This design comes from an exercise in tuning for small area on the open sky130 flow, not from production work.
The RTL was checked by simulation tests, not by an equivalence proof against the original design.
No activity file was given, so power comes from the tool's default toggle rates.

==> flow/design.v <==
module map_pixel(input [6:0] xx, input [5:0] yy, output m, output sg, output dg);
    function mapf;
        input [6:0] fx;
        input [5:0] fy;
        begin
            case (fy)
            4: mapf = (fx >= 45 && fx <= 53);
            5: mapf = (fx >= 44 && fx <= 54);
            6: mapf = (fx >= 41 && fx <= 55);
            7: mapf = (fx >= 41 && fx <= 55);
            8: mapf = (fx >= 28 && fx <= 31) || (fx >= 39 && fx <= 57);
            9: mapf = (fx >= 28 && fx <= 31) || (fx >= 39 && fx <= 57);
            10: mapf = (fx >= 25 && fx <= 32) || (fx >= 39 && fx <= 58);
            11: mapf = (fx >= 24 && fx <= 32) || (fx >= 37 && fx <= 58);
            12: mapf = (fx >= 23 && fx <= 57);
            13: mapf = (fx >= 21 && fx <= 57) || (fx >= 60 && fx <= 63);
            14: mapf = (fx >= 19 && fx <= 55) || (fx >= 59 && fx <= 63) || (fx >= 72 && fx <= 76);
            15: mapf = (fx >= 19 && fx <= 55) || (fx >= 59 && fx <= 63) || fx == 65 || (fx >= 72 && fx <= 76);
            16: mapf = (fx >= 19 && fx <= 53) || (fx >= 57 && fx <= 65) || (fx >= 67 && fx <= 68) || (fx >= 73 && fx <= 81);
            17: mapf = (fx >= 19 && fx <= 51) || (fx >= 56 && fx <= 65) || (fx >= 67 && fx <= 68) || (fx >= 77 && fx <= 83);
            18: mapf = (fx >= 18 && fx <= 51) || (fx >= 53 && fx <= 69) || (fx >= 78 && fx <= 81);
            19: mapf = (fx >= 18 && fx <= 49) || (fx >= 53 && fx <= 69) || (fx >= 78 && fx <= 81);
            20: mapf = (fx >= 17 && fx <= 72);
            21: mapf = (fx >= 17 && fx <= 73) || (fx >= 83 && fx <= 85);
            22: mapf = (fx >= 17 && fx <= 73) || (fx >= 83 && fx <= 85);
            23: mapf = (fx >= 17 && fx <= 75) || (fx >= 82 && fx <= 89);
            24: mapf = (fx >= 16 && fx <= 77) || (fx >= 80 && fx <= 88);
            25: mapf = (fx >= 16 && fx <= 89);
            26: mapf = (fx >= 16 && fx <= 89);
            27: mapf = (fx >= 13 && fx <= 88);
            28: mapf = (fx >= 13 && fx <= 88);
            29: mapf = (fx >= 12 && fx <= 89);
            30: mapf = (fx >= 12 && fx <= 89);
            31: mapf = (fx >= 11 && fx <= 89);
            32: mapf = (fx >= 11 && fx <= 89);
            33: mapf = (fx >= 11 && fx <= 89);
            34: mapf = (fx >= 11 && fx <= 88);
            35: mapf = (fx >= 10 && fx <= 88);
            36: mapf = (fx >= 10 && fx <= 88);
            37: mapf = (fx >= 10 && fx <= 87);
            38: mapf = (fx >= 10 && fx <= 87);
            39: mapf = (fx >= 10 && fx <= 90);
            40: mapf = (fx >= 9 && fx <= 91);
            41: mapf = (fx >= 9 && fx <= 10) || (fx >= 13 && fx <= 77);
            42: mapf = (fx >= 9 && fx <= 10) || (fx >= 16 && fx <= 24) || (fx >= 30 && fx <= 71);
            43: mapf = (fx >= 8 && fx <= 11) || (fx >= 16 && fx <= 18) || (fx >= 34 && fx <= 67);
            44: mapf = (fx >= 8 && fx <= 11) || (fx >= 16 && fx <= 18) || (fx >= 34 && fx <= 67);
            45: mapf = (fx >= 8 && fx <= 12) || (fx >= 16 && fx <= 18) || (fx >= 27 && fx <= 29) || (fx >= 37 && fx <= 65);
            46: mapf = (fx >= 8 && fx <= 12) || (fx >= 24 && fx <= 29) || (fx >= 39 && fx <= 63);
            47: mapf = (fx >= 9 && fx <= 12) || (fx >= 24 && fx <= 30) || (fx >= 35 && fx <= 38) || (fx >= 40 && fx <= 60);
            48: mapf = (fx >= 9 && fx <= 12) || (fx >= 24 && fx <= 30) || (fx >= 35 && fx <= 38) || (fx >= 40 && fx <= 60);
            49: mapf = (fx >= 19 && fx <= 20) || (fx >= 23 && fx <= 33) || (fx >= 36 && fx <= 39) || (fx >= 42 && fx <= 59);
            50: mapf = (fx >= 18 && fx <= 21) || (fx >= 23 && fx <= 29) || fx == 32 || (fx >= 37 && fx <= 39) || (fx >= 45 && fx <= 58);
            51: mapf = (fx >= 18 && fx <= 21) || (fx >= 23 && fx <= 29) || fx == 32 || (fx >= 37 && fx <= 39) || (fx >= 45 && fx <= 58);
            52: mapf = (fx >= 17 && fx <= 26) || (fx >= 28 && fx <= 30) || (fx >= 46 && fx <= 54);
            53: mapf = (fx >= 16 && fx <= 24) || (fx >= 49 && fx <= 50);
            54: mapf = (fx >= 17 && fx <= 22) || (fx >= 24 && fx <= 26) || (fx >= 47 && fx <= 50) || (fx >= 52 && fx <= 54);
            55: mapf = (fx >= 17 && fx <= 21) || (fx >= 48 && fx <= 55);
            56: mapf = (fx >= 18 && fx <= 20) || (fx >= 51 && fx <= 54);
            57: mapf = (fx >= 18 && fx <= 20) || (fx >= 51 && fx <= 54);
            58: mapf = (fx >= 18 && fx <= 20) || fx == 52;
            59: mapf = (fx >= 18 && fx <= 20) || fx == 52;
            default: mapf = 1'b0;
            endcase
        end
    endfunction
    function sgf;
        input [6:0] fx;
        input [5:0] fy;
        begin
            case (fy)
            17: sgf = (fx >= 29 && fx <= 31);
            18: sgf = (fx >= 28 && fx <= 29) || fx == 34;
            19: sgf = (fx >= 27 && fx <= 28);
            20: sgf = (fx >= 27 && fx <= 28) || fx == 32 || fx == 36;
            21: sgf = (fx >= 27 && fx <= 28);
            22: sgf = (fx >= 27 && fx <= 28) || fx == 33 || fx == 35;
            23: sgf = (fx >= 28 && fx <= 29);
            24: sgf = (fx >= 29 && fx <= 31);
            default: sgf = 1'b0;
            endcase
        end
    endfunction
    function dgf;
        input [6:0] fx;
        input [5:0] fy;
        begin
            case (fy)
            14: dgf = (fx >= 6 && fx <= 9) || fx == 12 || (fx >= 15 && fx <= 17) || (fx >= 20 && fx <= 24) || fx == 28 || fx == 32 || fx == 36 || (fx >= 39 && fx <= 41) || (fx >= 44 && fx <= 48) || fx == 57 || (fx >= 62 && fx <= 64) || fx == 67 || fx == 71 || fx == 73 || (fx >= 75 && fx <= 78) || (fx >= 81 && fx <= 85) || (fx >= 87 && fx <= 90);
            15: dgf = fx == 6 || fx == 10 || fx == 12 || fx == 14 || fx == 18 || fx == 22 || fx == 27 || fx == 29 || fx == 32 || fx == 36 || fx == 38 || fx == 42 || fx == 44 || fx == 56 || fx == 58 || fx == 61 || fx == 65 || fx == 67 || fx == 71 || fx == 73 || fx == 75 || fx == 79 || fx == 81 || fx == 87 || fx == 91;
            16: dgf = fx == 6 || fx == 10 || fx == 12 || fx == 14 || fx == 22 || fx == 26 || fx == 30 || (fx >= 32 && fx <= 33) || fx == 36 || fx == 38 || fx == 44 || fx == 55 || fx == 59 || fx == 61 || fx == 65 || fx == 67 || fx == 71 || fx == 73 || fx == 75 || fx == 79 || fx == 81 || fx == 87 || fx == 91;
            17: dgf = fx == 6 || fx == 10 || fx == 12 || (fx >= 15 && fx <= 17) || fx == 22 || fx == 26 || fx == 30 || fx == 32 || fx == 34 || fx == 36 || fx == 38 || (fx >= 44 && fx <= 46) || fx == 55 || fx == 59 || fx == 61 || fx == 65 || fx == 67 || fx == 71 || fx == 73 || (fx >= 75 && fx <= 78) || (fx >= 81 && fx <= 83) || fx == 87 || fx == 91;
            18: dgf = fx == 6 || fx == 10 || fx == 12 || fx == 18 || fx == 22 || (fx >= 26 && fx <= 30) || fx == 32 || (fx >= 35 && fx <= 36) || fx == 38 || fx == 44 || (fx >= 55 && fx <= 59) || fx == 61 || fx == 63 || fx == 65 || fx == 67 || fx == 71 || fx == 73 || fx == 75 || fx == 77 || fx == 81 || fx == 87 || fx == 91;
            19: dgf = fx == 6 || fx == 10 || fx == 12 || fx == 14 || fx == 18 || fx == 22 || fx == 26 || fx == 30 || fx == 32 || fx == 36 || fx == 38 || fx == 42 || fx == 44 || fx == 55 || fx == 59 || fx == 61 || (fx >= 64 && fx <= 65) || fx == 67 || fx == 71 || fx == 73 || fx == 75 || fx == 78 || fx == 81 || fx == 87 || fx == 91;
            20: dgf = (fx >= 6 && fx <= 9) || fx == 12 || (fx >= 15 && fx <= 17) || fx == 22 || fx == 26 || fx == 30 || fx == 32 || fx == 36 || (fx >= 39 && fx <= 41) || (fx >= 44 && fx <= 48) || fx == 55 || fx == 59 || (fx >= 62 && fx <= 64) || (fx >= 68 && fx <= 70) || fx == 73 || fx == 75 || fx == 79 || (fx >= 81 && fx <= 85) || (fx >= 87 && fx <= 90);
            22: dgf = (fx >= 6 && fx <= 91);
            30: dgf = fx == 9;
            31: dgf = (fx >= 8 && fx <= 9);
            32: dgf = (fx >= 7 && fx <= 9) || (fx >= 25 && fx <= 28) || fx == 31 || (fx >= 34 && fx <= 36) || (fx >= 38 && fx <= 39) || fx == 41 || fx == 43 || fx == 47 || fx == 51 || fx == 55 || (fx >= 58 && fx <= 60) || (fx >= 63 && fx <= 67) || fx == 72 || fx == 74 || fx == 78 || fx == 83 || fx == 87 || fx == 89 || fx == 93;
            33: dgf = (fx >= 6 && fx <= 9) || fx == 25 || fx == 29 || fx == 31 || fx == 33 || fx == 37 || fx == 41 || fx == 46 || fx == 48 || fx == 51 || fx == 55 || fx == 57 || fx == 61 || fx == 63 || fx == 72 || fx == 74 || fx == 78 || fx == 83 || fx == 87 || (fx >= 89 && fx <= 90) || (fx >= 92 && fx <= 93);
            34: dgf = (fx >= 5 && fx <= 22) || fx == 25 || fx == 29 || fx == 31 || fx == 33 || fx == 41 || fx == 45 || fx == 49 || (fx >= 51 && fx <= 52) || fx == 55 || fx == 57 || fx == 63 || fx == 72 || (fx >= 74 && fx <= 75) || fx == 78 || fx == 83 || fx == 86 || fx == 89 || fx == 91 || fx == 93;
            35: dgf = (fx >= 4 && fx <= 22) || fx == 25 || fx == 29 || fx == 31 || (fx >= 34 && fx <= 36) || fx == 41 || fx == 45 || fx == 49 || fx == 51 || fx == 53 || fx == 55 || fx == 57 || (fx >= 63 && fx <= 65) || fx == 72 || fx == 74 || fx == 76 || fx == 78 || (fx >= 83 && fx <= 85) || fx == 89 || fx == 93;
            36: dgf = (fx >= 5 && fx <= 22) || fx == 25 || fx == 29 || fx == 31 || fx == 37 || fx == 41 || (fx >= 45 && fx <= 49) || fx == 51 || (fx >= 54 && fx <= 55) || fx == 57 || fx == 63 || fx == 72 || fx == 74 || (fx >= 77 && fx <= 78) || fx == 83 || fx == 86 || fx == 89 || fx == 93;
            37: dgf = (fx >= 6 && fx <= 9) || fx == 25 || fx == 29 || fx == 31 || fx == 33 || fx == 37 || fx == 41 || fx == 45 || fx == 49 || fx == 51 || fx == 55 || fx == 57 || fx == 61 || fx == 63 || fx == 72 || fx == 74 || fx == 78 || fx == 83 || fx == 87 || fx == 89 || fx == 93;
            38: dgf = (fx >= 7 && fx <= 9) || (fx >= 25 && fx <= 28) || fx == 31 || (fx >= 34 && fx <= 36) || fx == 41 || fx == 45 || fx == 49 || fx == 51 || fx == 55 || (fx >= 58 && fx <= 60) || (fx >= 63 && fx <= 67) || fx == 72 || fx == 74 || fx == 78 || fx == 83 || fx == 87 || fx == 89 || fx == 93;
            39: dgf = (fx >= 8 && fx <= 9);
            40: dgf = fx == 9;
            default: dgf = 1'b0;
            endcase
        end
    endfunction
    assign m = mapf(xx, yy);
    assign sg = sgf(xx, yy);
    assign dg = dgf(xx, yy);
endmodule
module map_cross(input [6:0] xx, input [5:0] yy, input [6:0] cx, input [5:0] cy, output c);
    wire [6:0] ex = xx - cx;
    wire [5:0] ey = yy - cy;
    wire ex0 = (ex == 7'd0);
    wire ey0 = (ey == 6'd0);
    assign c = (ex0 & (ey0 | (ey == 6'd1) | (ey == 6'h3f))) | (ey0 & ((ex == 7'd1) | (ex == 7'h7f)));
endmodule
module map_lookup(input [6:0] qx, input [5:0] qy, output [3:0] lk);
    function fD;
        input [6:0] fx;
        input [5:0] fy;
        begin
            case (fy)
            3: fD = (fx >= 45 && fx <= 53);
            4: fD = (fx >= 44 && fx <= 54);
            5: fD = (fx >= 41 && fx <= 55);
            6: fD = (fx >= 41 && fx <= 55);
            7: fD = (fx >= 28 && fx <= 57);
            8: fD = (fx >= 28 && fx <= 31) || (fx >= 39 && fx <= 57);
            9: fD = (fx >= 25 && fx <= 32) || (fx >= 39 && fx <= 58);
            10: fD = (fx >= 24 && fx <= 32) || (fx >= 37 && fx <= 58);
            11: fD = (fx >= 23 && fx <= 57);
            12: fD = (fx >= 21 && fx <= 57) || (fx >= 60 && fx <= 63);
            13: fD = (fx >= 19 && fx <= 55) || (fx >= 59 && fx <= 63);
            14: fD = (fx >= 19 && fx <= 55) || (fx >= 59 && fx <= 63) || fx == 65;
            15: fD = (fx >= 19 && fx <= 53) || (fx >= 57 && fx <= 65) || (fx >= 67 && fx <= 68);
            16: fD = (fx >= 19 && fx <= 51) || (fx >= 56 && fx <= 65) || (fx >= 67 && fx <= 68);
            17: fD = (fx >= 18 && fx <= 51) || (fx >= 53 && fx <= 69);
            18: fD = (fx >= 18 && fx <= 49) || (fx >= 53 && fx <= 69);
            19: fD = (fx >= 17 && fx <= 72);
            20: fD = (fx >= 17 && fx <= 85);
            21: fD = (fx >= 17 && fx <= 73) || (fx >= 83 && fx <= 85);
            22: fD = (fx >= 17 && fx <= 89);
            23: fD = (fx >= 16 && fx <= 88);
            24: fD = (fx >= 16 && fx <= 89);
            25: fD = (fx >= 16 && fx <= 89);
            26: fD = (fx >= 13 && fx <= 88);
            27: fD = (fx >= 13 && fx <= 88);
            28: fD = (fx >= 12 && fx <= 89);
            29: fD = (fx >= 12 && fx <= 89);
            30: fD = (fx >= 11 && fx <= 89);
            31: fD = (fx >= 11 && fx <= 89);
            32: fD = (fx >= 11 && fx <= 89);
            33: fD = (fx >= 11 && fx <= 88);
            34: fD = (fx >= 10 && fx <= 88);
            35: fD = (fx >= 10 && fx <= 88);
            36: fD = (fx >= 10 && fx <= 87);
            37: fD = (fx >= 10 && fx <= 87);
            38: fD = (fx >= 10 && fx <= 90);
            39: fD = (fx >= 9 && fx <= 91);
            40: fD = (fx >= 9 && fx <= 10) || (fx >= 13 && fx <= 77);
            41: fD = (fx >= 9 && fx <= 10) || (fx >= 16 && fx <= 24) || (fx >= 30 && fx <= 71);
            42: fD = (fx >= 8 && fx <= 11) || (fx >= 16 && fx <= 18) || (fx >= 34 && fx <= 67);
            43: fD = (fx >= 8 && fx <= 11) || (fx >= 16 && fx <= 18) || (fx >= 34 && fx <= 67);
            44: fD = (fx >= 8 && fx <= 12) || (fx >= 16 && fx <= 18) || (fx >= 37 && fx <= 65);
            45: fD = (fx >= 8 && fx <= 12) || (fx >= 39 && fx <= 63);
            46: fD = (fx >= 9 && fx <= 12) || (fx >= 35 && fx <= 38) || (fx >= 40 && fx <= 60);
            47: fD = (fx >= 9 && fx <= 12) || (fx >= 35 && fx <= 38) || (fx >= 40 && fx <= 60);
            48: fD = (fx >= 36 && fx <= 39) || (fx >= 42 && fx <= 59);
            49: fD = (fx >= 37 && fx <= 39) || (fx >= 45 && fx <= 58);
            50: fD = (fx >= 37 && fx <= 39) || (fx >= 45 && fx <= 58);
            51: fD = (fx >= 46 && fx <= 54);
            52: fD = (fx >= 49 && fx <= 50);
            53: fD = (fx >= 47 && fx <= 50) || (fx >= 52 && fx <= 54);
            54: fD = (fx >= 48 && fx <= 55);
            55: fD = (fx >= 51 && fx <= 54);
            56: fD = (fx >= 51 && fx <= 54);
            57: fD = fx == 52;
            58: fD = fx == 52;
            default: fD = 1'b0;
            endcase
        end
    endfunction
    function fL;
        input [6:0] fx;
        input [5:0] fy;
        begin
            case (fy)
            4: fL = (fx >= 46 && fx <= 54);
            5: fL = (fx >= 45 && fx <= 55);
            6: fL = (fx >= 42 && fx <= 56);
            7: fL = (fx >= 42 && fx <= 56);
            8: fL = (fx >= 29 && fx <= 32) || (fx >= 40 && fx <= 58);
            9: fL = (fx >= 29 && fx <= 32) || (fx >= 40 && fx <= 58);
            10: fL = (fx >= 26 && fx <= 33) || (fx >= 40 && fx <= 59);
            11: fL = (fx >= 25 && fx <= 33) || (fx >= 38 && fx <= 59);
            12: fL = (fx >= 24 && fx <= 58);
            13: fL = (fx >= 22 && fx <= 58) || (fx >= 61 && fx <= 64);
            14: fL = (fx >= 20 && fx <= 56) || (fx >= 60 && fx <= 64);
            15: fL = (fx >= 20 && fx <= 56) || (fx >= 60 && fx <= 64) || fx == 66;
            16: fL = (fx >= 20 && fx <= 54) || (fx >= 58 && fx <= 66) || (fx >= 68 && fx <= 69);
            17: fL = (fx >= 20 && fx <= 52) || (fx >= 57 && fx <= 66) || (fx >= 68 && fx <= 69);
            18: fL = (fx >= 19 && fx <= 52) || (fx >= 54 && fx <= 70);
            19: fL = (fx >= 19 && fx <= 50) || (fx >= 54 && fx <= 70);
            20: fL = (fx >= 18 && fx <= 73);
            21: fL = (fx >= 18 && fx <= 74) || (fx >= 84 && fx <= 86);
            22: fL = (fx >= 18 && fx <= 74) || (fx >= 84 && fx <= 86);
            23: fL = (fx >= 18 && fx <= 76) || (fx >= 83 && fx <= 90);
            24: fL = (fx >= 17 && fx <= 78) || (fx >= 81 && fx <= 89);
            25: fL = (fx >= 17 && fx <= 90);
            26: fL = (fx >= 17 && fx <= 90);
            27: fL = (fx >= 14 && fx <= 89);
            28: fL = (fx >= 14 && fx <= 89);
            29: fL = (fx >= 13 && fx <= 90);
            30: fL = (fx >= 13 && fx <= 90);
            31: fL = (fx >= 12 && fx <= 90);
            32: fL = (fx >= 12 && fx <= 90);
            33: fL = (fx >= 12 && fx <= 90);
            34: fL = (fx >= 12 && fx <= 89);
            35: fL = (fx >= 11 && fx <= 89);
            36: fL = (fx >= 11 && fx <= 89);
            37: fL = (fx >= 11 && fx <= 88);
            38: fL = (fx >= 11 && fx <= 88);
            39: fL = (fx >= 11 && fx <= 91);
            40: fL = (fx >= 10 && fx <= 92);
            41: fL = (fx >= 10 && fx <= 11) || (fx >= 14 && fx <= 78);
            42: fL = (fx >= 10 && fx <= 11) || (fx >= 17 && fx <= 25) || (fx >= 31 && fx <= 72);
            43: fL = (fx >= 9 && fx <= 12) || (fx >= 17 && fx <= 19) || (fx >= 35 && fx <= 68);
            44: fL = (fx >= 9 && fx <= 12) || (fx >= 17 && fx <= 19) || (fx >= 35 && fx <= 68);
            45: fL = (fx >= 9 && fx <= 13) || (fx >= 17 && fx <= 19) || (fx >= 38 && fx <= 66);
            46: fL = (fx >= 9 && fx <= 13) || (fx >= 40 && fx <= 64);
            47: fL = (fx >= 10 && fx <= 13) || (fx >= 36 && fx <= 39) || (fx >= 41 && fx <= 61);
            48: fL = (fx >= 10 && fx <= 13) || (fx >= 36 && fx <= 39) || (fx >= 41 && fx <= 61);
            49: fL = (fx >= 37 && fx <= 40) || (fx >= 43 && fx <= 60);
            50: fL = (fx >= 38 && fx <= 40) || (fx >= 46 && fx <= 59);
            51: fL = (fx >= 38 && fx <= 40) || (fx >= 46 && fx <= 59);
            52: fL = (fx >= 47 && fx <= 55);
            53: fL = (fx >= 50 && fx <= 51);
            54: fL = (fx >= 48 && fx <= 51) || (fx >= 53 && fx <= 55);
            55: fL = (fx >= 49 && fx <= 56);
            56: fL = (fx >= 52 && fx <= 55);
            57: fL = (fx >= 52 && fx <= 55);
            58: fL = fx == 53;
            59: fL = fx == 53;
            default: fL = 1'b0;
            endcase
        end
    endfunction
    function fR;
        input [6:0] fx;
        input [5:0] fy;
        begin
            case (fy)
            4: fR = (fx >= 44 && fx <= 52);
            5: fR = (fx >= 43 && fx <= 53);
            6: fR = (fx >= 40 && fx <= 54);
            7: fR = (fx >= 40 && fx <= 54);
            8: fR = (fx >= 27 && fx <= 30) || (fx >= 38 && fx <= 56);
            9: fR = (fx >= 27 && fx <= 30) || (fx >= 38 && fx <= 56);
            10: fR = (fx >= 24 && fx <= 31) || (fx >= 38 && fx <= 57);
            11: fR = (fx >= 23 && fx <= 31) || (fx >= 36 && fx <= 57);
            12: fR = (fx >= 22 && fx <= 56);
            13: fR = (fx >= 20 && fx <= 56) || (fx >= 59 && fx <= 62);
            14: fR = (fx >= 18 && fx <= 54) || (fx >= 58 && fx <= 62);
            15: fR = (fx >= 18 && fx <= 54) || (fx >= 58 && fx <= 62) || fx == 64;
            16: fR = (fx >= 18 && fx <= 52) || (fx >= 56 && fx <= 64) || (fx >= 66 && fx <= 67);
            17: fR = (fx >= 18 && fx <= 50) || (fx >= 55 && fx <= 64) || (fx >= 66 && fx <= 67);
            18: fR = (fx >= 17 && fx <= 50) || (fx >= 52 && fx <= 68);
            19: fR = (fx >= 17 && fx <= 48) || (fx >= 52 && fx <= 68);
            20: fR = (fx >= 16 && fx <= 71);
            21: fR = (fx >= 16 && fx <= 72) || (fx >= 82 && fx <= 84);
            22: fR = (fx >= 16 && fx <= 72) || (fx >= 82 && fx <= 84);
            23: fR = (fx >= 16 && fx <= 74) || (fx >= 81 && fx <= 88);
            24: fR = (fx >= 15 && fx <= 76) || (fx >= 79 && fx <= 87);
            25: fR = (fx >= 15 && fx <= 88);
            26: fR = (fx >= 15 && fx <= 88);
            27: fR = (fx >= 12 && fx <= 87);
            28: fR = (fx >= 12 && fx <= 87);
            29: fR = (fx >= 11 && fx <= 88);
            30: fR = (fx >= 11 && fx <= 88);
            31: fR = (fx >= 10 && fx <= 88);
            32: fR = (fx >= 10 && fx <= 88);
            33: fR = (fx >= 10 && fx <= 88);
            34: fR = (fx >= 10 && fx <= 87);
            35: fR = (fx >= 9 && fx <= 87);
            36: fR = (fx >= 9 && fx <= 87);
            37: fR = (fx >= 9 && fx <= 86);
            38: fR = (fx >= 9 && fx <= 86);
            39: fR = (fx >= 9 && fx <= 89);
            40: fR = (fx >= 8 && fx <= 90);
            41: fR = (fx >= 8 && fx <= 9) || (fx >= 12 && fx <= 76);
            42: fR = (fx >= 8 && fx <= 9) || (fx >= 15 && fx <= 23) || (fx >= 29 && fx <= 70);
            43: fR = (fx >= 7 && fx <= 10) || (fx >= 15 && fx <= 17) || (fx >= 33 && fx <= 66);
            44: fR = (fx >= 7 && fx <= 10) || (fx >= 15 && fx <= 17) || (fx >= 33 && fx <= 66);
            45: fR = (fx >= 7 && fx <= 11) || (fx >= 15 && fx <= 17) || (fx >= 36 && fx <= 64);
            46: fR = (fx >= 7 && fx <= 11) || (fx >= 38 && fx <= 62);
            47: fR = (fx >= 8 && fx <= 11) || (fx >= 34 && fx <= 37) || (fx >= 39 && fx <= 59);
            48: fR = (fx >= 8 && fx <= 11) || (fx >= 34 && fx <= 37) || (fx >= 39 && fx <= 59);
            49: fR = (fx >= 35 && fx <= 38) || (fx >= 41 && fx <= 58);
            50: fR = (fx >= 36 && fx <= 38) || (fx >= 44 && fx <= 57);
            51: fR = (fx >= 36 && fx <= 38) || (fx >= 44 && fx <= 57);
            52: fR = (fx >= 45 && fx <= 53);
            53: fR = (fx >= 48 && fx <= 49);
            54: fR = (fx >= 46 && fx <= 49) || (fx >= 51 && fx <= 53);
            55: fR = (fx >= 47 && fx <= 54);
            56: fR = (fx >= 50 && fx <= 53);
            57: fR = (fx >= 50 && fx <= 53);
            58: fR = fx == 51;
            59: fR = fx == 51;
            default: fR = 1'b0;
            endcase
        end
    endfunction
    function fU;
        input [6:0] fx;
        input [5:0] fy;
        begin
            case (fy)
            5: fU = (fx >= 45 && fx <= 53);
            6: fU = (fx >= 44 && fx <= 54);
            7: fU = (fx >= 41 && fx <= 55);
            8: fU = (fx >= 41 && fx <= 55);
            9: fU = (fx >= 28 && fx <= 31) || (fx >= 39 && fx <= 57);
            10: fU = (fx >= 28 && fx <= 31) || (fx >= 39 && fx <= 57);
            11: fU = (fx >= 25 && fx <= 32) || (fx >= 39 && fx <= 58);
            12: fU = (fx >= 24 && fx <= 32) || (fx >= 37 && fx <= 58);
            13: fU = (fx >= 23 && fx <= 57);
            14: fU = (fx >= 21 && fx <= 57) || (fx >= 60 && fx <= 63);
            15: fU = (fx >= 19 && fx <= 55) || (fx >= 59 && fx <= 63);
            16: fU = (fx >= 19 && fx <= 55) || (fx >= 59 && fx <= 63) || fx == 65;
            17: fU = (fx >= 19 && fx <= 53) || (fx >= 57 && fx <= 65) || (fx >= 67 && fx <= 68);
            18: fU = (fx >= 19 && fx <= 51) || (fx >= 56 && fx <= 65) || (fx >= 67 && fx <= 68);
            19: fU = (fx >= 18 && fx <= 51) || (fx >= 53 && fx <= 69);
            20: fU = (fx >= 18 && fx <= 49) || (fx >= 53 && fx <= 69);
            21: fU = (fx >= 17 && fx <= 72);
            22: fU = (fx >= 17 && fx <= 73) || (fx >= 83 && fx <= 85);
            23: fU = (fx >= 17 && fx <= 73) || (fx >= 83 && fx <= 85);
            24: fU = (fx >= 17 && fx <= 75) || (fx >= 82 && fx <= 89);
            25: fU = (fx >= 16 && fx <= 77) || (fx >= 80 && fx <= 88);
            26: fU = (fx >= 16 && fx <= 89);
            27: fU = (fx >= 16 && fx <= 89);
            28: fU = (fx >= 13 && fx <= 88);
            29: fU = (fx >= 13 && fx <= 88);
            30: fU = (fx >= 12 && fx <= 89);
            31: fU = (fx >= 12 && fx <= 89);
            32: fU = (fx >= 11 && fx <= 89);
            33: fU = (fx >= 11 && fx <= 89);
            34: fU = (fx >= 11 && fx <= 89);
            35: fU = (fx >= 11 && fx <= 88);
            36: fU = (fx >= 10 && fx <= 88);
            37: fU = (fx >= 10 && fx <= 88);
            38: fU = (fx >= 10 && fx <= 87);
            39: fU = (fx >= 10 && fx <= 87);
            40: fU = (fx >= 10 && fx <= 90);
            41: fU = (fx >= 9 && fx <= 91);
            42: fU = (fx >= 9 && fx <= 10) || (fx >= 13 && fx <= 77);
            43: fU = (fx >= 9 && fx <= 10) || (fx >= 16 && fx <= 71);
            44: fU = (fx >= 8 && fx <= 11) || (fx >= 16 && fx <= 18) || (fx >= 34 && fx <= 67);
            45: fU = (fx >= 8 && fx <= 11) || (fx >= 16 && fx <= 18) || (fx >= 34 && fx <= 67);
            46: fU = (fx >= 8 && fx <= 12) || (fx >= 16 && fx <= 18) || (fx >= 37 && fx <= 65);
            47: fU = (fx >= 8 && fx <= 12) || (fx >= 39 && fx <= 63);
            48: fU = (fx >= 9 && fx <= 12) || (fx >= 35 && fx <= 38) || (fx >= 40 && fx <= 60);
            49: fU = (fx >= 9 && fx <= 38) || (fx >= 40 && fx <= 60);
            50: fU = (fx >= 36 && fx <= 39) || (fx >= 42 && fx <= 59);
            51: fU = (fx >= 37 && fx <= 39) || (fx >= 45 && fx <= 58);
            52: fU = (fx >= 37 && fx <= 58);
            53: fU = (fx >= 46 && fx <= 54);
            54: fU = (fx >= 49 && fx <= 50);
            55: fU = (fx >= 47 && fx <= 50) || (fx >= 52 && fx <= 54);
            56: fU = (fx >= 48 && fx <= 55);
            57: fU = (fx >= 51 && fx <= 54);
            58: fU = (fx >= 51 && fx <= 54);
            59: fU = fx == 52;
            60: fU = fx == 52;
            default: fU = 1'b0;
            endcase
        end
    endfunction
    assign lk = {fD(qx,qy), fL(qx,qy), fR(qx,qy), fU(qx,qy)};
endmodule
module map(input CLOCK, input rst, input tick, input pbu, pbu_ndb, pbd, pbd_ndb, pbl, pbl_ndb, pbr, pbr_ndb, pbc, SW0, SW1, SW14, input [2:0] layer, input [31:0] x, y, output reg [15:0] oled_data, output reg [7:0] seg_map, output reg [3:0] an_map);
    reg [6:0] x1, x2;        
    reg [5:0] y1, y2;
    reg [1:0] cs;            
    reg [4:0] cnt;           
    reg [1:0] rc;            
    reg [3:0] lk1, lk2;      
    reg [12:0] nsq;          
    reg [2:0] dm;            
    wire L1 = (layer == 3'd1);
    wire sw = SW14;
    wire [1:0] ncs = sw ? 2'd0 : cs;
    wire sel2 = ~cs[1] & cs[0];
    wire [6:0] qx = sel2 ? x2 : x1;
    wire [5:0] qy = sel2 ? y2 : y1;
    wire [3:0] lk;
    map_lookup u_lk (.qx(qx), .qy(qy), .lk(lk));
    wire home1 = (x1 == 7'd45) & (y1 == 6'd30);
    wire [3:0] lkc = ncs[0] ? lk2 : lk1;
    wire mode0 = SW0 & L1;
    wire bd = L1 & (mode0 ? pbd_ndb : pbd);
    wire bl = L1 & (mode0 ? pbl_ndb : pbl);
    wire br = L1 & (mode0 ? pbr_ndb : pbr);
    wire bu = L1 & (mode0 ? pbu_ndb : pbu);
    wire md = bd & lkc[3];
    wire ml = ~md & bl & lkc[2];
    wire mr = ~md & ~ml & br & lkc[1];
    wire mu = ~md & ~ml & ~mr & bu & lkc[0];
    wire any = md | ml | mr | mu;
    wire cen = ~any & pbc & L1;
    wire cfull = cnt[4] & cnt[2] & cnt[0];           
    wire step = any & (~mode0 | cfull) & ~ncs[1];
    wire stx = step & (ml | mr);
    wire sty = step & (md | mu);
    wire dn = ml | mu;                               
    wire clr = ncs[1] & ncs[0] & L1 & pbc;           
    wire [6:0] bx1 = sw ? 7'd45 : x1;
    wire [5:0] by1 = sw ? 6'd30 : y1;
    wire [6:0] bx2 = sw ? 7'd45 : x2;
    wire [5:0] by2 = sw ? 6'd30 : y2;
    wire [6:0] mvx = ncs[0] ? bx2 : bx1;
    wire [5:0] mvy = ncs[0] ? by2 : by1;
    wire [6:0] mvc = sty ? {1'b0, mvy} : mvx;
    reg [6:0] stp;
    reg cy;
    integer k;
    always @(*) begin
        cy = 1'b1;
        for (k = 0; k < 7; k = k + 1) begin
            stp[k] = mvc[k] ^ cy;
            cy = cy & (mvc[k] ^ dn);
        end
    end
    wire neg = ncs[0] ^ dn;
    wire [6:0] c1s = sty ? {1'b0, by1} : bx1;
    wire [6:0] c2s = sty ? {1'b0, by2} : bx2;
    wire [6:0] opa = neg ? c2s : c1s;
    wire [6:0] opb = neg ? c1s : c2s;
    wire [7:0] sd = {1'b0, opa} - {1'b0, opb};
    wire [12:0] nbase = sw ? 13'd0 : nsq;
    wire [12:0] nmove = nbase + {{4{sd[7]}}, sd, 1'b1};
    always @(posedge CLOCK) begin
        if (rst) begin
            x1 <= 7'd45; y1 <= 6'd30; x2 <= 7'd45; y2 <= 6'd30;
            lk1 <= 4'd0; lk2 <= 4'd0; nsq <= 13'd0;
            cs <= 2'd0; cnt <= 5'd0; rc <= 2'd0;
        end else if (tick) begin
            lk1 <= sel2 ? (home1 ? 4'b1111 : lk1) : lk;
            lk2 <= sel2 ? lk : (cs == 2'd0) ? 4'b1111 : lk2;
            rc <= rc[1] ? 2'd0 : {rc[0], ~rc[0]};
            if (mode0 & any & ~ncs[1]) cnt <= cfull ? 5'd0 : cnt + 5'd1;
            if (clr) begin
                x1 <= 7'd45; y1 <= 6'd30; x2 <= 7'd45; y2 <= 6'd30;
            end else begin
                x1 <= (stx & ~ncs[0]) ? stp : bx1;
                y1 <= (sty & ~ncs[0]) ? stp[5:0] : by1;
                x2 <= (stx & ncs[0]) ? stp : bx2;
                y2 <= (sty & ncs[0]) ? stp[5:0] : by2;
            end
            nsq <= clr ? 13'd0 : step ? nmove : nbase;
            case (ncs)
                2'd0: cs <= cen ? 2'd1 : 2'd0;
                2'd1: cs <= cen ? 2'd2 : 2'd1;
                2'd2: cs <= (L1 & pbc) ? 2'd3 : 2'd2;
                2'd3: cs <= clr ? 2'd0 : 2'd3;
            endcase
        end
    end
    wire act = cs[1];
    reg [2:0] ph;
    reg fin;
    reg [6:0] r;
    reg [5:0] q;
    reg [1:0] nb;
    always @(*) begin
        case (ph)
            3'd1: nb = nsq[11:10];
            3'd2: nb = nsq[9:8];
            3'd3: nb = nsq[7:6];
            3'd4: nb = nsq[5:4];
            3'd5: nb = nsq[3:2];
            default: nb = {1'b0, nsq[12]};
        endcase
    end
    wire first = (ph == 3'd0);
    wire [6:0] r0 = first ? 7'd0 : r;
    wire [5:0] q0 = first ? 6'd0 : q;
    wire [8:0] rr = {r0, nb};
    wire [8:0] tr = rr - {1'b0, q0, 2'b01};
    wire done = (ph == 3'd7);
    always @(posedge CLOCK) begin
        if (rst | ~act) begin
            ph <= 3'd0;
            fin <= 1'b0;
        end else begin
            ph <= done ? 3'd1 : ph + 3'd1;
            if (ph == 3'd6) fin <= 1'b1;
        end
        if (act & ~fin & (ph != 3'd6)) begin
            r <= tr[8] ? rr[6:0] : tr[6:0];
            q <= {q0[4:0], ~tr[8]};
        end
    end
    always @(posedge CLOCK) begin
        if (rst) dm <= 3'b000;
        else if (tick) begin
            if (ncs == 2'd0) dm <= 3'b001;
            else if ((ncs == 2'd3) & ~clr & done & L1) dm <= {1'b1, rc};
        end
    end
    wire [3:0] ones = q % 10;
    wire [3:0] tens = q / 10;
    wire [3:0] digit = dm[0] ? tens : dm[1] ? 4'd0 : ones;
    reg [6:0] seg7;
    always @(*) begin
        case (digit)
            4'd1: seg7 = 7'b1111001;
            4'd2: seg7 = 7'b0100100;
            4'd3: seg7 = 7'b0110000;
            4'd4: seg7 = 7'b0011001;
            4'd5: seg7 = 7'b0010010;
            4'd6: seg7 = 7'b0000010;
            4'd7: seg7 = 7'b1111000;
            4'd8: seg7 = 7'b0000000;
            4'd9: seg7 = 7'b0010000;
            default: seg7 = 7'b1000000;
        endcase
        if (dm[2]) begin
            seg_map = {1'b1, seg7};
            an_map = dm[1] ? 4'b1011 : dm[0] ? 4'b1101 : 4'b1110;
        end else begin
            seg_map = {8{dm[0]}};
            an_map = {4{dm[0]}};
        end
    end
    wire [6:0] xx = x[6:0];
    wire [5:0] yy = y[5:0];
    wire m, sg, dg;
    map_pixel u_px (.xx(xx), .yy(yy), .m(m), .sg(sg), .dg(dg));
    wire c1, c2;
    map_cross u_c1 (.xx(xx), .yy(yy), .cx(x1), .cy(y1), .c(c1));
    map_cross u_c2 (.xx(xx), .yy(yy), .cx(x2), .cy(y2), .c(c2));
    wire SW1L = SW1 & L1;
    wire SW14L = SW14 & L1;
    wire wht = sg | (m & yy[5]);
    reg cr, cg;
    always @(*) begin
        if (SW1L) begin cr = m | sg; cg = wht; end
        else if (SW14L) begin cr = m | c1; cg = c1; end
        else case (cs)
            2'd0: begin cr = m | c1; cg = c1; end
            2'd1: begin cr = (m & ~c1) | c2; cg = c1 | c2; end
            2'd2: begin cr = m & ~c1 & ~c2; cg = c1 | c2; end
            default: begin cr = dg; cg = 1'b0; end
        endcase
    end
    reg oR, oG, oB;
    always @(posedge CLOCK) begin
        if (rst) begin oR <= 1'b0; oG <= 1'b0; oB <= 1'b0; end
        else begin oR <= cr; oG <= cg; oB <= SW1L & wht; end
    end
    always @(*) oled_data = {{5{oR}}, {6{oG}}, {5{oB}}};
endmodule
==> flow/flow/run.sh <==
#!/bin/bash
# Standard layout, except that:
# * synthesis leaves adders to ABC and maps the logic with an area-oriented
#   ABC script (flow/area.abc,
#   see flow/my_synth.tcl); registers are mapped exactly as in the standard flow;
# * each port gets the smallest buffer (buf_1) instead of the default choice.
# Each tool's output goes to its own log in this folder.
set -euo pipefail
W=$(pwd)
export MY_ABC_SCRIPT=$W/flow/area.abc
export BUFFER_PORTS_ARGS="-buffer_cell sky130_fd_sc_hd__buf_1"
sed "s#SYNTH_SCRIPT=[^ ]*#SYNTH_SCRIPT=$W/flow/my_synth.tcl BUFFER_PORTS_ARGS='-buffer_cell sky130_fd_sc_hd__buf_1'#" standard.sh > standard_area.sh
bash standard_area.sh > flow_make.log 2>&1
==> flow/flow/area.abc <==
strash
&get -n
&deepsyn -T 300
&put
dch -f
map -a
strash
&get -n
&deepsyn -T 300
&put
dch -f
map -a
strash
dch -f
map -a
topo
==> flow/flow/my_synth.tcl <==
# The standard flow's synthesis script (synth_recipe.tcl, sourced unchanged below) with two
# changes to how the combinational logic is mapped; registers are mapped exactly
# as in the standard flow:
# * adders are left to ABC instead of being extracted into full/half-adder cells;
# * ABC runs an area-oriented script (flow/area.abc) instead of the default one.
proc extract_fa {args} { puts "extract_fa skipped: adders are left to ABC" }
proc abc {args} {
  set i [lsearch -exact $args -script]
  if {$i >= 0} { lset args [expr {$i + 1}] $::env(MY_ABC_SCRIPT) }
  yosys abc {*}$args
}
source [file join [file dirname $::env(FLOW_CONFIG)] synth_recipe.tcl]
==> flow/standard.sh <==
#!/bin/bash
# synth_recipe.tcl (not shown) runs the flow's synth.tcl, then flattens the netlist and writes it again
# the make line also repeats each setting of config.mk as NAME=value (left out here)
make -C /OpenROAD-flow-scripts/flow DESIGN_CONFIG=/design/flow/config.mk WORK_HOME=/design/flow/orfs CLKGATE_MAP_FILE= SYNTH_SCRIPT=/design/flow/synth_recipe.tcl "${@:-finish}"
==> flow/config.mk <==
export PLATFORM = sky130hd
export DESIGN_NAME = map
export DESIGN_NICKNAME = map
export VERILOG_FILES = /design/flow/design.v
export SDC_FILE = /design/flow/constraint.sdc
export NUM_CORES = 4
export LEC_CHECK = 0
export ABC_AREA = 1
export CAP_MARGIN = 20
export CORE_MARGIN = 2
export CORE_UTILIZATION = 40
export CTS_BUF_LIST = sky130_fd_sc_hd__clkbuf_8
export SLEW_MARGIN = 20
==> flow/constraint.sdc <==
create_clock -name core_clock -period 12.0 [get_ports {CLOCK}]
set_input_delay 2.4000 -clock core_clock [delete_from_list [all_inputs] [get_ports {CLOCK}]]
set_output_delay 2.4000 -clock core_clock [all_outputs]
set_load 0.01 [all_outputs]
==> results of run 1 <==
[cells by family (layout without fill, tap and decap cells)]
kind of cell,after synthesis,in the layout,share of synthesized area
buffers and inverters,313,411,0.127
multiplexers,1,1,0.00103
AND/OR/NAND/NOR,813,813,0.342
AO/OA/AOI/OAI,522,522,0.322
flip-flops,79,79,0.176
XOR/XNOR,35,35,0.0315
[registers in the layout (all words and copies together), names as in the netlist, 4 cells and up]
| name | cells |
|---|---|
| cnt | 5 |
| lk1 | 4 |
| lk2 | 4 |
| nsq | 13 |
| q | 6 |
| r | 7 |
| x1 | 7 |
| x2 | 7 |
| y1 | 6 |
| y2 | 6 |
[power breakdown]
| part | total [mW] | switching [mW] | internal, mW |
|---|---|---|---|
| Clock | 0.188 | 0.108 | 0.0797 |
| Combinational | 0.221 | 0.162 | 0.0596 |
| Sequential | 0.276 | 0.00382 | 0.272 |
| Total | 0.685 | 0.273 | 0.411 |
[worst paths after layout]
kind	end	slack [ns]	cells past startpoint
hold / removal	nsq[12]$_SDFFE_PP0P_	0.45	1
hold reg to reg	nsq[12]$_SDFFE_PP0P_	0.45	1
setup / recovery	nsq[12]$_SDFFE_PP0P_	3.70	39
setup reg to reg	nsq[12]$_SDFFE_PP0P_	5.38	37
[synth_stat cells, types with 17 or more instances]
cell type	count	area [um2]
buf_4	17	128
o21ai_0	170	851
nand2_1	257	965
nor3_1	58	290
nand4_1	19	119
a22oi_1	24	180
nor2_1	378	1420
dfxtp_1	66	1320
clkinv_1	296	1110
nand3_1	79	395
xor2_1	23	201
o22ai_1	40	250
a21oi_1	141	706
a31oi_1	33	206
[worst max-delay path: cells and delay by family]
kind | cells | cell delay (ns)
buffers and inverters | 6 | 1.31
AND/OR/NAND/NOR | 22 | 2.67
AO/OA/AOI/OAI | 11 | 2.21
[metal layers]
layer,GRT usage,up-vias,wire length (um)
met2,0.621,1219,22200
li1,-,6291,-
met5,0,-,0
met3,0.0922,342,6510
met1,0.471,6253,18500
met4,0.261,0,4240
[area by class of cell]
type	instances	area [um2]
clock buffer	10	138
clock inverter	6	37.5
fill	2679	13400
inverter	296	1110
multi-input combinational	1371	6790
sequential	79	1710
tap	324	405
timing repair buffer	99	526
[metrics by stage]
stage / util / hold WS (ns) / cells
detailed placement: 0.437 / 0.441 / 2168
CTS: 0.444 / 0.450 / 2184
global route: 0.445 / 0.481 / 2185
global placement: 0.437 / 0.436 / 2168
floorplan: - / 0.416 / 1763
finish: 0.445 / 0.450 / 2185
[placed cells by master (no fill, tap or decap), drive strengths merged, types with 19 or more instances in the layout]
cell and n:
a21oi 141, dfxtp 66, clkinv 299, o22ai 40
xor2 23, o21ai 170, nand4 19, a31oi 33
nand3 79, nand2 257, nor3 58, a22oi 24
buf 99, nor2 378
==> flow_summary.toml, run 1 <==
[pwr]
p_per_area_nw_per_um2 = 63.9
peakVddDrop_mv = 0.0619
fin_total_pwr_mw = 0.685
p_leak_nw = 3.74

[cells_and_area]
layout-drive-gt1-share = 0.0365
diodes = 0
syn_to_final_growth_pct = 10.1
final_cell_area_um2 = 10700
fin_nets = 1938

[detailed_routing]
drtAntennaViolNets = 0
drtIter0Drc = 1891
wire_per_inst_um = 23.5
viasPerCell = 6.46
drc = 0
wl_um = 51400
vias = 14100
drt_first_pass_iters = 9

[placed_design]
place_ws_ns = 3.47
routabilityCongestion = 1.05
hpwl_um = 39400
io_buffers = 58
dpl_cell_area_um2 = 10500

[sta]
worst_pin_slew_ns = 1.13
layout_min_cycle_time_ns = 8.30
fmax_ghz = 0.121
setup_slack_ns = 3.70
fin_setup_tns_ns = 0
rsz0062_at_grt = "no"
slew_headroom = 0.242
slew_violations = 0
finalHoldViolCount = 0
finalCritPeriodShare = 0.691
setup_viol = 0
fin_skew_ns = 0.0183

[cts]
hold_buffers = 0
clock_sinks = 79
cts_setup_buffers = 0
root_buffer = "clkbuf_8"
clk-insertion-delay-late_ns = 0.39
clk_pin_slew_ns = 0.08
cts_buffers = 9
cts_tree = "done"
ctsHtreeMaxLevel = 3
clock_path_buffers = 2
postCtsResizedCells = 0

[synth]
yosys_warnings = 3
synth_cells = 1763
yosysSeqAreaShare = 0.176
synth_top_flop_cell = "dfxtp_1"
ys_ff_latch = 79
postSynthAreaPerCell_um2 = 5.52
syn_nets = 1845
synth_cell_types = 45
synth_async_sr_flop_share = 0
synth_edf_count = 13
syn_area_um2 = 9740

[global_route]
grt-ovfl-total = 0
grt_pass1_vias = 13000
antenna_found_initial = 0
grt_usage = 0.391
grt_max_degree = 29
grt_pass1_wl_um = 76800

[floorplanning]
ios = 110
start_util = 0.404
die_w_um = 160
die_area_um2 = 25600
row_count = 57
core_um2 = 24100
die_y_um = 160

[worst_setup_path]
startpoint_type = "input port"
worstReg2RegStart = "cs[0]$_SDFFE_PP0P_"
critPathCaptureType = "flip-flop"
cp_max_fo = 19
crit_top_cell = "nor2_1"
cp_slowest_cell = "clkinv_1"
cp-startpoint = "SW14"
criticalPathCategory = "in2reg"
crit_arrival_ns = 8.61
critPathMaxStageDelay_ns = 0.49
crit_required_ns = 12.31

[run]
cap_violations = 0

[hold_path]
hold_class = "reg2reg"
min_from = "nsq[12]$_SDFFE_PP0P_"

[outcome]
outcome = "no timing/DRC/antenna violations"
==> run 2: changes to the inputs <==
--- a/flow/config.mk
+++ b/flow/config.mk
@@ -9,5 +9,4 @@
 export CAP_MARGIN = 20
 export CORE_MARGIN = 2
 export CORE_UTILIZATION = 40
-export CTS_BUF_LIST = sky130_fd_sc_hd__clkbuf_8
 export SLEW_MARGIN = 20
==> run 2 against run 1 <==
Compared with the run above:
- combinational power hardly changed
- fmax down 0.66%
- register-to-register slack got worse by 0.02 ns
- synthesized cell count stayed put
- critical path depth unchanged
- clock-buffer cell count is 1 higher
- utilization up 0.39 points
- largest power group unchanged
- highest routed layer unchanged
==> flow_summary.toml, run 2 <==
[hold_path]
hold_class = "reg2reg"
min_from = "nsq[12]$_SDFFE_PP0P_"

[synth]
synth_top_flop_cell = "dfxtp_1"
syn_nets = 1845
synth_commonest_cells = "378 x nor2_1, 296 x clkinv_1, 257 x nand2_1"
yosysMostFrequentCell = "nor2_1"
synth_edf_count = 13
syn_area_um2 = 9740
synth.area.top_cells = "nor2_1 15%, dfxtp_1 14%, clkinv_1 11%, nand2_1 9.9%, o21ai_0 8.7%"
postSynthAreaPerCell_um2 = 5.52
yosys_warnings = 3
synth_cell_types = 45
ys_ff_latch = 79
synth_async_sr_flop_share = 0
yosysSeqAreaShare = 0.176
yosysTopAreaCell = "nor2_1"
synth_top_area_frac = 0.146
synth_cells = 1763

[detailed_routing]
drtAntennaViolNets = 0
wire_per_inst_um = 23.5
drc = 0
viasPerCell = 6.43
wl_um = 51300
drtIter0Drc = 1847
vias = 14000
drt_first_pass_iters = 6

[worst_setup_path]
critPathMaxStageDelay_ns = 0.50
criticalPathCategory = "in2reg"
cp_max_fo = 19
path_buf_inv = 7
crit_required_ns = 12.28
cp_slowest_cell = "clkinv_1"
crit_family = "simple AND/OR/NAND/NOR gates"
startpoint_type = "input port"
cp-startpoint = "SW14"
crit_arrival_ns = 8.63
worstReg2RegStart = "cs[0]$_SDFFE_PP0P_"
critPathCaptureType = "flip-flop"

[floorplanning]
core_um2 = 24100
start_util = 0.404
row_count = 57
ios = 110
die_y_um = 160
die_w_um = 160
die_area_um2 = 25600

[global_route]
antenna_found_initial = 0
grt.busiest_layer = "met2"
use_met1 = 0.472
grt_util_met2 = 0.626
grt_pass1_wl_um = 77000
grt_usage = 0.392
grt-ovfl-total = 0
grt_pass1_vias = 13100
grt_max_degree = 29
use_met3 = 0.0932

[placed_design]
hpwl_um = 39400
io_buffers = 58
dp.cells = 2168
routabilityCongestion = 1.05

[sta]
finalCritPeriodShare = 0.696
fin_setup_tns_ns = 0
slew_violations = 0
rsz0062_at_grt = "no"
slew_headroom = 0.272
worst_pin_slew_ns = 1.09
layout_min_cycle_time_ns = 8.35
fmax_ghz = 0.120
fin_skew_ns = 0.0119
setup_viol = 0
finalHoldViolCount = 0

[cells_and_area]
largest_reg_flops = 13
top_register = "nsq"
diodes = 0
final_cells = 2184
nFillCells = 2659
syn_to_final_growth_pct = 11.0
final_cell_mix = "378 x nor2_1, 296 x clkinv_1, 257 x nand2_1, 165 x o21ai_0, 141 x a21oi_1"
layout-drive-gt1-share = 0.0360
fin_nets = 1937
final_common_cell = "nor2_1"

[cts]
hold_buffers = 0
postCtsResizedCells = 0
ctsHtreeMaxLevel = 3
cts_buffers = 9
root_buffer = "clkbuf_16"
clock_sinks = 79
clock_path_buffers = 2
clk_pin_slew_ns = 0.06
cts_setup_buffers = 0
cts_tree = "done"
clk-insertion-delay-late_ns = 0.35

[pwr]
p_per_area_nw_per_um2 = 70.0
peakVddDrop_mv = 0.0575
fin_total_pwr_mw = 0.757
p_leak_nw = 3.78

[run]
cap_violations = 0

[outcome]
outcome = "no timing/DRC/antenna violations"
-- run 2: cell counts after synthesis --
No cell type changed its count.
-- run 2: layout make-up --
cell class / instances / area [um2] / share of cell area
tap: 324 / 405 / 0.0375
clock inverter: 5 / 33.8 / 0.00312
multi-input combinational: 1371 / 6790 / 0.628
clock buffer: 11 / 243 / 0.0225
inverter: 296 / 1110 / 0.103
timing repair buffer: 98 / 518 / 0.0479
sequential: 79 / 1710 / 0.158
-- run 2: power breakdown --
part | total [mW] | internal, mW | switching, mW
logic | 0.221 | 0.0596 | 0.161
registers | 0.276 | 0.272 | 0.00380
clock network | 0.260 | 0.145 | 0.115
total | 0.757 | 0.477 | 0.279
-- run 2: through the flow --
step / worst slack (ns) / cell area [um2] / hold slack, ns / util
CTS: 3.79 / 10800 / 0.446 / 0.448
finish: 3.65 / 10800 / 0.446 / 0.449
global route: 2.71 / 10800 / 0.477 / 0.449
detailed placement: 3.47 / 10500 / 0.441 / 0.437
floorplan: 4.20 / 9740 / 0.416 / -
global placement: 3.66 / 10500 / 0.436 / 0.437
-- run 2: worst paths after layout --
path	end	slack, ns	depth (start not counted)
setup / recovery	nsq[12]$_SDFFE_PP0P_	3.65	39
setup reg to reg	nsq[12]$_SDFFE_PP0P_	5.36	38
hold reg to reg	nsq[12]$_SDFFE_PP0P_	0.45	1
hold / removal	nsq[12]$_SDFFE_PP0P_	0.45	1
-- run 2: kinds of logic after synthesis --
logic type,share of synthesized area
and+or+nand+nor,0.342
AOI/OAI and AO/OA,0.322
xor gates and xnor gates,0.0315
DFF,0.176
buffers and inverters,0.127
muxes,0.00103
-- run 2: worst register-to-register path, delay by kind of cell (launching register included) --
family	cells	cell delay [ns]
simple gates	20	2.96
compound gates	10	1.70
buf+inv	7	1.34
flops	1	0.37
xor+xnor	1	0.18
-- run 2: per-layer routing --
layer / up-vias / share of wire
met5: - / 0
met4: 0 / 0.081
li1: 6303 / -
met3: 345 / 0.13
met1: 6164 / 0.35
met2: 1230 / 0.43

-- re-timing with driven ports --
The results above use ideal ports. As a check the final layouts listed here were re-extracted and re-timed, cells and wires unchanged.
Step 1: set_driving_cell puts a clkbuf_16 on CLOCK and a buf_2 on each other input, an assumption about the parent block.
Step 2 also shifts input and output timing later by t, the mid clock arrival at the registers, as if the neighbouring blocks saw the same clock.
Slacks: no drivers / after step 1 / after step 2; pairs: no drivers / after step 1.
run	shift t [ns]	slack for setup (ns)	latest minus earliest clock arrival (ns)	worst register clock-pin slew, ns	pins driven straight from the clock port
run 1	0.411	3.705 / 3.713 / 3.302	0.018 / 0.018	0.10 / 0.10	1
run 2	0.384	3.649 / 3.663 / 3.279	0.012 / 0.012	0.07 / 0.07	1
After both steps setup and hold are still met in every run listed. The setup slack of run 1, which loses most, moves by +0.008 ns with the drivers and by -0.403 ns with both steps.
